This design comes from an exercise in tuning for small area on the open sky130 flow, not from production work.
Function was checked by simulation only, so behaviour that the tests miss may differ from the original.
The clock port is modelled as an ideal driver, which makes a skipped or thinned clock tree look cheaper than it is; a real chip needs a root buffer or a tree.
Power is estimated from default activity; no workload was simulated.

Setup of rev 12:
==> flow/design.v <==
module Circuit (
    input clk,
    input entry_sensor,
    input exit_sensor,
    input [1:0] switch,
    input reset,
    output [3:0] parking_slots,
    output door_open_light,
    output full_light,
    output [2:0] capacity,
    output [2:0] best_place,
    output [7:0] sev_data,
    output [4:0] sev_sel
);
  wire en_fast, en_2Hz, en_1Hz, de, dx, pulse, fullent, tick;
  wire [3:0] state;
  PkDiv u_div (.clk(clk), .reset(reset), .en_fast(en_fast), .en_2Hz(en_2Hz), .en_1Hz(en_1Hz));
  PkDeb u_de (.clk(clk), .reset(reset), .b(entry_sensor), .d(de));
  PkDeb u_dx (.clk(clk), .reset(reset), .b(exit_sensor), .d(dx));
  PkFsm u_fsm (.clk(clk), .reset(reset), .en_fast(en_fast), .de(de), .dx(dx), .switch(switch),
               .state(state), .pulse(pulse), .fullent(fullent));
  assign parking_slots = state;
  PkCap u_cap (.state(state), .capacity(capacity), .best_place(best_place));
  PkDoor u_door (.clk(clk), .reset(reset), .en(en_2Hz), .trig(pulse), .led(door_open_light));
  PkFull u_full (.clk(clk), .reset(reset), .en(en_1Hz), .trig(fullent), .led(full_light));
  PkDisp u_disp (.clk(clk), .reset(reset), .capacity(capacity), .best_place(best_place),
                 .sev_data(sev_data), .sev_sel(sev_sel));
endmodule
module PkDiv (input clk, input reset, output en_fast, output en_2Hz, output en_1Hz);
  reg [4:0] c;
  reg [6:0] l;
  wire lt = (l[5:0] == 6'h2a);
  wire lfb = (l[0] ^ l[6]) & ~lt;
  always @(posedge clk or posedge reset) begin
    if (reset) begin
      c <= 5'd0;
      l <= 7'h54;
    end else begin
      c <= c + 5'd1;
      l <= {l[5:0], lfb};
    end
  end
  assign en_fast = ~c[0];
  wire lt7 = lt & (c[2:0] == 3'b111);
  assign en_2Hz = lt7 & ~c[3];
  assign en_1Hz = lt7 & c[3] & ~c[4];
endmodule
module PkDeb (input clk, input reset, input b, output reg d);
  reg [1:0] g;
  always @(posedge clk or posedge reset) begin
    if (reset) begin
      g <= 2'b00; d <= 1'b0;
    end else begin
      g <= {~b & g[0], ~b & ~g[1]};
      d <= g[1] & ~g[0];
    end
  end
endmodule
module PkFsm (input clk, input reset, input en_fast, input de, input dx, input [1:0] switch,
              output reg [3:0] state, output reg pulse, output fullent);
  wire full = &state;
  wire ent = en_fast & de & ~dx;
  wire ext = en_fast & dx & ~de;
  wire [3:0] clr = {4{ext}} & (4'b0001 << switch);
  wire [3:0] set = {ent & (&state[2:0]), ent & (&state[1:0]), ent & state[0], ent};
  assign fullent = ent & full;
  always @(posedge clk or posedge reset) begin
    if (reset) begin
      state <= 4'd0;
      pulse <= 1'b0;
    end else begin
      state <= (state | set) & ~clr;
      pulse <= (ent & ~full) | |(state & clr);
    end
  end
endmodule
module PkCap (input [3:0] state, output [2:0] capacity, output [2:0] best_place);
  assign capacity[0] = ^state;
  assign capacity[1] = ((state[0] ^ state[1]) & (state[2] ^ state[3])) |
                       ((state[0] | state[1]) ^ (state[2] | state[3]));
  assign capacity[2] = ~(|state);
  assign best_place[2] = &state;
  assign best_place[1] = state[0] & state[1] & ~(state[2] & state[3]);
  assign best_place[0] = state[0] & (~state[1] | state[2]);
endmodule
module PkDoor (input clk, input reset, input en, input trig, output reg led);
  reg tl;
  reg [1:0] p;
  wire idle = ~(p[1] | p[0]);
  always @(posedge clk or posedge reset) begin
    if (reset) begin
      tl <= 1'b0; led <= 1'b0; p <= 2'b00;
    end else begin
      if (trig) tl <= 1'b1;
      else if (en & idle) tl <= 1'b0;
      if (en) begin
        if (idle) begin
          led <= tl;
          p <= {tl, 1'b0};
        end else begin
          led <= ~led & ~p[0];
          if (~led) p <= {1'b0, p[1]};
        end
      end
    end
  end
endmodule
module PkFull (input clk, input reset, input en, input trig, output reg led);
  reg tl;
  reg [1:0] p;
  wire idle = ~(p[1] | p[0]);
  always @(posedge clk or posedge reset) begin
    if (reset) begin
      tl <= 1'b0; led <= 1'b0; p <= 2'b00;
    end else begin
      if (trig) tl <= 1'b1;
      else if (en & idle) tl <= 1'b0;
      if (en) begin
        if (idle) begin
          led <= tl;
          p <= {tl, tl};
        end else begin
          led <= ~led & ~(p == 2'b01);
          if (~led) p <= p - 2'd1;
        end
      end
    end
  end
endmodule
module PkDisp (input clk, input reset, input [2:0] capacity, input [2:0] best_place,
               output reg [7:0] sev_data, output [4:0] sev_sel);
  reg [9:0] r;
  wire tick = ((r & 10'h0ef) == 10'h026);
  wire rfb = (r[8] ^ r[9]) & ~tick;
  reg [3:0] q;
  wire blank = (q[2:0] == (3'd4));
  always @(posedge clk or posedge reset) begin
    if (reset) begin
      r <= 10'h04c;
      q <= {1'b0, 3'd5};
    end else begin
      r <= {r[8:0], rfb};
      if (tick) begin
        if (blank) q[2:0] <= (q[3] ? capacity : best_place) ^ 3'd3;
        else begin
          q[3] <= ~q[3];
          q[2:0] <= 3'd4;
        end
      end
    end
  end
  wire [2:0] v = q[2:0] ^ 3'd3;
  wire ab = v[2] & v[1];
  assign sev_sel = {1'b0, q[3] & ab & v[0], q[3] & ~ab, ~q[3] & ab & v[0], ~q[3] & ~ab};
  always @(*) begin
    case (q[2:0])
      3'd3: sev_data = 8'b00111111;
      3'd2: sev_data = 8'b00000110;
      3'd1: sev_data = 8'b01011011;
      3'd0: sev_data = 8'b01001111;
      3'd7: sev_data = 8'b01100110;
      3'd6: sev_data = 8'b01101101;
      3'd5: sev_data = 8'b00000000;
      3'd4: sev_data = 8'b00000000;
    endcase
  end
endmodule
==> flow/config.mk <==
export PLATFORM = sky130hd
export DESIGN_NAME = Circuit
export DESIGN_NICKNAME = Circuit
export VERILOG_FILES = /design/flow/design.v
export SDC_FILE = /design/flow/constraint.sdc
export NUM_CORES = 4
export LEC_CHECK = 0
export CAP_MARGIN = 20
export CORE_MARGIN = 2
export CORE_UTILIZATION = 40
export SLEW_MARGIN = 20
==> flow/constraint.sdc <==
create_clock -name core_clock -period 10.0 [get_ports {clk}]
set_input_delay 2.0000 -clock core_clock [delete_from_list [all_inputs] [get_ports {clk}]]
set_output_delay 2.0000 -clock core_clock [all_outputs]
set_load 0.01 [all_outputs]
standard.sh (not shown) runs the stock make flow with config.mk's settings and CLKGATE_MAP_FILE= SYNTH_SCRIPT=/design/flow/synth_recipe.tcl, a recipe that flattens the netlist after the stock synthesis.
==> flow/flow/run.sh <==
#!/bin/bash
# Own layout flow: the standard flow (standard.sh) with these changes, none of
# which touches the registers, the floorplan rules or the constraints:
#  1. synthesis: the standard synthesis runs first; then the same synthesis runs
#     again with an area-oriented ABC script and without half-adder extraction.
#     Its netlist is kept only if its flip-flops (names and cell types) are
#     exactly the standard synthesis's; otherwise the standard netlist is used.
#  2. port buffers are buf_1 instead of the 10 um2 delay buffer buffer_ports picks;
#  3. after the placement resize, combinational cells go to their smallest drive
#     strength and repair_design fixes any slew/cap violation (flow/downsize.tcl);
#  4. clock tree: the clock port drives a few buffers, each driving the
#     flip-flops of one placement cluster (flow/cts1.tcl); the smallest buffer
#     set whose clock-pin slew estimate is under CTS1_MAX_SLEW_PS is kept.
# Each tool's output goes to a log file in this folder.
set -euo pipefail
W=$(pwd)
R=$W/orfs/results/sky130hd/Circuit/base
export BUFFER_PORTS_ARGS="-buffer_cell sky130_fd_sc_hd__buf_1"
export POST_RESIZE_TCL="$W/flow/downsize.tcl"
CTS1_MAX_SLEW_PS=112

bash standard.sh synth > flow_1_std_synth.log 2>&1
cp $R/1_2_yosys.v $W/std_1_2_yosys.v
cp $R/1_synth.odb $W/std_1_synth.odb 2>/dev/null || true
python3 flow/regs.py $W/std_1_2_yosys.v | sort > std_regs.txt

rm -f $R/1_2_yosys.v $R/1_synth.odb $R/1_synth.sdc $R/1_2_yosys.sdc
if bash standard.sh SYNTH_SCRIPT=$W/flow/my_synth.tcl ADDER_MAP_FILE= synth > flow_2_area_synth.log 2>&1 \
   && python3 flow/regs.py $R/1_2_yosys.v | sort > area_regs.txt \
   && cmp -s std_regs.txt area_regs.txt && [ -s area_regs.txt ]; then
  echo "using area synthesis" > synth_choice.log
else
  echo "using standard synthesis" > synth_choice.log
  rm -f $R/1_2_yosys.v $R/1_synth.odb $R/1_synth.sdc $R/1_2_yosys.sdc
  bash standard.sh synth > flow_2b_std_synth.log 2>&1
fi

bash standard.sh place > flow_3_place.log 2>&1
# Try clock buffer sets from the smallest area up; keep the first whose worst
# flip-flop clock-pin slew (placement estimate) is at most CTS1_MAX_SLEW_PS.
for cfg in buf_4:4 buf_6:3 buf_4:5 clkbuf_8:3 buf_6:4 clkbuf_8:4 clkbuf_8:5 clkbuf_16:4; do
  b=${cfg%:*}; k=${cfg#*:}
  PLATFORM_DIR=$FLOW_HOME/platforms/sky130hd RESULTS_DIR=$R CTS1_K=$k CTS1_BUF=sky130_fd_sc_hd__$b \
    CTS1_MAX_SLEW_PS=$CTS1_MAX_SLEW_PS CTS1_RESULT=$W/cts1_result.txt \
    DONT_USE_CELLS="sky130_fd_sc_hd__probe_p_8 sky130_fd_sc_hd__probec_p_8" \
    openroad -no_init -exit flow/cts1.tcl > flow_4_cts1_${b}_$k.log 2>&1
  if [ "$(cat $W/cts1_result.txt)" = ok ]; then echo "$b x$k" > cts1_choice.log; break; fi
done
cp $R/4_1_cts.odb $R/4_cts.odb
touch $R/4_cts.sdc
bash standard.sh finish > flow_5_finish.log 2>&1
==> flow/flow/downsize.tcl <==
# Post-resize hook: put every combinational cell at its smallest drive strength,
# then let repair_design fix any slew/cap violation this leaves.
set block [ord::get_db_block]
set db [ord::get_db]
set masters {}
foreach lib [$db getLibs] {
  foreach m [$lib getMasters] { dict set masters [$m getName] $m }
}
set dont_use [split $::env(DONT_USE_CELLS)]
set n 0
foreach inst [$block getInsts] {
  set name [[$inst getMaster] getName]
  if {![regexp {^(sky130_fd_sc_hd__[a-z0-9]+)_([0-9]+)$} $name -> base drv]} { continue }
  if {[regexp {__(df|dl|sdf|edf|tap|fill|decap|conb|clk|dly|buf|probe|lpflow)} $base]} { continue }
  set best $name
  set bestA [expr {[[$inst getMaster] getWidth]}]
  foreach cand [dict keys $masters ${base}_*] {
    if {![regexp "^${base}_\[0-9\]+\$" $cand]} { continue }
    if {[lsearch -exact $dont_use $cand] >= 0} { continue }
    set w [[dict get $masters $cand] getWidth]
    if {$w < $bestA || ($w == $bestA && $cand eq "${base}_1")} { set best $cand; set bestA $w }
  }
  if {$best ne $name} {
    replace_cell [$inst getName] $best
    incr n
  }
}
puts "downsize: replaced $n cells"
estimate_parasitics -placement
repair_design
Other scripts of this flow, unchanged in this note and not shown: flow/flow/area.abc, flow/flow/cts1.tcl, flow/flow/my_synth.tcl, flow/flow/regs.py
The following lists how rev 13 was set up differently from rev 12:
--- a/flow/flow/downsize.tcl
+++ b/flow/flow/downsize.tcl
@@ -13,3 +13,3 @@
   if {![regexp {^(sky130_fd_sc_hd__[a-z0-9]+)_([0-9]+)$} $name -> base drv]} { continue }
-  if {[regexp {__(df|dl|sdf|edf|tap|fill|decap|conb|clk|dly|buf|probe|lpflow)} $base]} { continue }
+  if {[regexp {__(df|dl|sdf|edf|tap|fill|decap|conb|clk|dly|probe|lpflow|bufbuf)} $base]} { continue }
   set best $name
Notes after the runs:
Worst-case vdd ir drop (higher): rev 13. Of rev 12 and rev 13, rev 12 shows the lower combinational group share of total power, with rev 13 above it. Compare rev 12 and rev 13 | clock period minus final worst setup slack lower: rev 13. Cell area after placement (lower): rev 12. Status: CTS clock-pin slew for the worst setup and hold paths parity (rev 13, rev 12). Relative to rev 12, the total wirelength of the detailed-routed design of rev 13 is lower by 17 um. Maximum number of pins on one net before global-route repair for rev 13: 43% down relative to rev 12. Run comparison: rev 12 capture point of the worst path sev_sel[3]; rev 13 capture point of the worst path sev_sel[1]. On final instance area, rev 12 and rev 13 are neck and neck. Between rev 13 and rev 12, the fmax figures differ only marginally. Compared rev 12 against rev 13; global-route usage within noise.
No run of this note takes its clock network from TritonCTS; it comes from the design's own scripts or RTL.

## what the ideal ports hide
In the flow no input, the clock included, has a driving cell. The finished layouts below were timed again as built, in two steps. Step 1: set_driving_cell puts a clkbuf_16 on clk and a buf_2 on each other input, an assumption about the parent block. Step 2 also shifts input and output timing later by t, the mid clock arrival at the registers, as if the neighbouring blocks saw the same clock. Three values: ideal ports, drivers, drivers and shift; two values: the first two.
run	t (ns)	setup WS [ns]	clock arrival spread, ns	worst slew at a driven data input, ns
rev 12	0.193	6.406 / 6.360 / 6.553	0.007 / 0.007	0.04
rev 13	0.169	6.410 / 6.364 / 6.533	0.008 / 0.008	0.03
After both steps setup and hold are still met in every run listed.
